Background: an optimization exercise with open tools, aiming at small area and a short achievable clock period. Do not read the settings as production practice. The RTL was checked by simulation tests, not by an equivalence proof against the original design.

## job 101
## fpu_mul
module fpu_mul( input         CLK,
                input         RESET,
                input         EN,
                input  [31:0] A,
                input  [31:0] B,
                output [31:0] Z );
wire zero_in = (A[30:0] == 31'd0) | (B[30:0] == 31'd0);
wire [8:0] esum_in = {1'b0, A[30:23]} + {1'b0, B[30:23]};
wire [24:0] yb = {1'b1, B[22:0], 1'b0};    
wire [11:0] one_in, two_in, neg_in;
genvar gj;
generate for (gj = 0; gj < 12; gj = gj + 1) begin : benc
  wire y2 = yb[2*gj+2], y1 = yb[2*gj+1], y0 = yb[2*gj];
  assign one_in[gj] = y1 ^ y0;
  assign two_in[gj] = (y2 & ~y1 & ~y0) | (~y2 & y1 & y0);
  assign neg_in[gj] = y2;
end endgenerate
reg        zero_r, sign_r;
reg  [8:0] esum_r;
reg [22:0] ma;
reg [11:0] one, two, neg;
always_ff @(posedge CLK)
  if (RESET) begin
    zero_r <= 1'b1; sign_r <= 1'b0;
  end else if (EN) begin
    zero_r <= zero_in; sign_r <= A[31] ^ B[31];
  end
always_ff @(posedge CLK)
  if (EN) begin
    ma <= A[22:0]; esum_r <= esum_in;
    one <= one_in; two <= two_in; neg <= neg_in;
  end
wire [24:0] t0;
wire [24:0] t1;
wire [24:0] t2;
wire [24:0] t3;
wire [24:0] t4;
wire [24:0] t5;
wire [24:0] t6;
wire [24:0] t7;
wire [24:0] t8;
wire [24:0] t9;
wire [24:0] t10;
wire [24:0] t11;
wire hs0, hc0;
wire hs1, hc1;
wire fs0, fc0;
wire hs2, hc2;
wire fs1, fc1;
wire hs3, hc3;
wire fs2, fc2;
wire fs3, fc3;
wire hs4, hc4;
wire fs4, fc4;
wire fs5, fc5;
wire hs5, hc5;
wire fs6, fc6;
wire fs7, fc7;
wire fs8, fc8;
wire hs6, hc6;
wire fs9, fc9;
wire fs10, fc10;
wire fs11, fc11;
wire hs7, hc7;
wire fs12, fc12;
wire fs13, fc13;
wire fs14, fc14;
wire fs15, fc15;
wire fs16, fc16;
wire fs17, fc17;
wire fs18, fc18;
wire fs19, fc19;
wire fs20, fc20;
wire fs21, fc21;
wire fs22, fc22;
  ...
Size in the first run: roughly 2,100 cells after synthesis, about 99 I/O pins, ~20,000 um^2 of cells after synthesis.
==> flow/config.mk <==
export PLATFORM = sky130hd
export DESIGN_NAME = fpu_mul
export DESIGN_NICKNAME = fpu_mul
export VERILOG_FILES = /design/flow/design.v
export SDC_FILE = /design/flow/constraint.sdc
export NUM_CORES = 4
export LEC_CHECK = 0
export ABC_AREA = 1
export CAP_MARGIN = 20
export CORE_MARGIN = 2
export CORE_UTILIZATION = 40
export SETUP_SLACK_MARGIN = 5
export SLEW_MARGIN = 20
export SYNTH_HIERARCHICAL = 1
==> flow/constraint.sdc <==
create_clock -name core_clock -period 10.0 [get_ports {CLK}]
set_input_delay 2.0000 -clock core_clock [delete_from_list [all_inputs] [get_ports {CLK}]]
set_output_delay 2.0000 -clock core_clock [all_outputs]
set_load 0.01 [all_outputs]
standard.sh (not shown) runs the stock make flow with config.mk's settings and CLKGATE_MAP_FILE= SYNTH_SCRIPT=/design/flow/synth_recipe.tcl, a recipe that flattens the netlist after the stock synthesis.
==> flow/flow/run.sh <==
#!/bin/bash
set -euo pipefail
MARGIN=$(cat flow/margin.txt 2>/dev/null || echo 6)
sed -E "s/SETUP_SLACK_MARGIN=[0-9.+-]+/SETUP_SLACK_MARGIN=${MARGIN}/" standard.sh > standard_margin.sh
grep -q "SETUP_SLACK_MARGIN=${MARGIN} " standard_margin.sh
bash standard_margin.sh > standard.log 2>&1
==> flow/flow/margin.txt <==
6.0
The flow did not stop early for job 101: all stages ran, and the layout cleared the timing, DRC and antenna checks.
For job 102, these inputs were changed with respect to job 101:
==> flow/flow/margin.txt <==
5.5
## What came out
Job 101 ended up with more cell instances than job 102 did. Higher met2 capacity usage during global routing was reported by job 101, not job 102. Job 102 vs. job 101: part of the cycle the worst path needs went up by 4.0 points. Lower met2 wirelength from detailed routing was reported by job 102, not job 101. On xor and xnor area share after synthesis, job 101 and job 102 are neck and neck. Re layout filler cell count: job 102 is 109 up on job 101. Diff job 102..job 101 | hold slack | negligible.

afterwards: timing with drivers on the ports:
The flow's constraints put no driver on any port. The routed layouts listed below were extracted and timed again, unchanged, in two steps.
Step 1, drivers: a clkbuf_16 drives CLK and a buf_2 each remaining input, both assumed.
Step 2 times the ports against the registers' clock, not the clock port: input delays grow and output delays shrink by t, the midpoint of the rising clock arrivals with the driver on.
Slacks: no drivers / after step 1 / after step 2; pairs: no drivers / after step 1.
| run | shift t [ns] | setup WS [ns] | worst hold slack (ns) | clock arrival spread, ns | worst slew at a driven data input, ns |
|---|---|---|---|---|---|
| job 101 | 0.549 | 6.041 / 6.041 / 5.788 | 0.418 / 0.418 / 0.418 | 0.027 / 0.027 | 0.05 |
| job 102 | 0.555 | 5.643 / 5.643 / 5.643 | 0.416 / 0.416 / 0.416 | 0.022 / 0.022 | 0.05 |
After both steps every run listed still meets setup and hold. The setup slack of job 101, which loses most, moves by 0.000 ns with the drivers and by -0.253 ns with both steps.
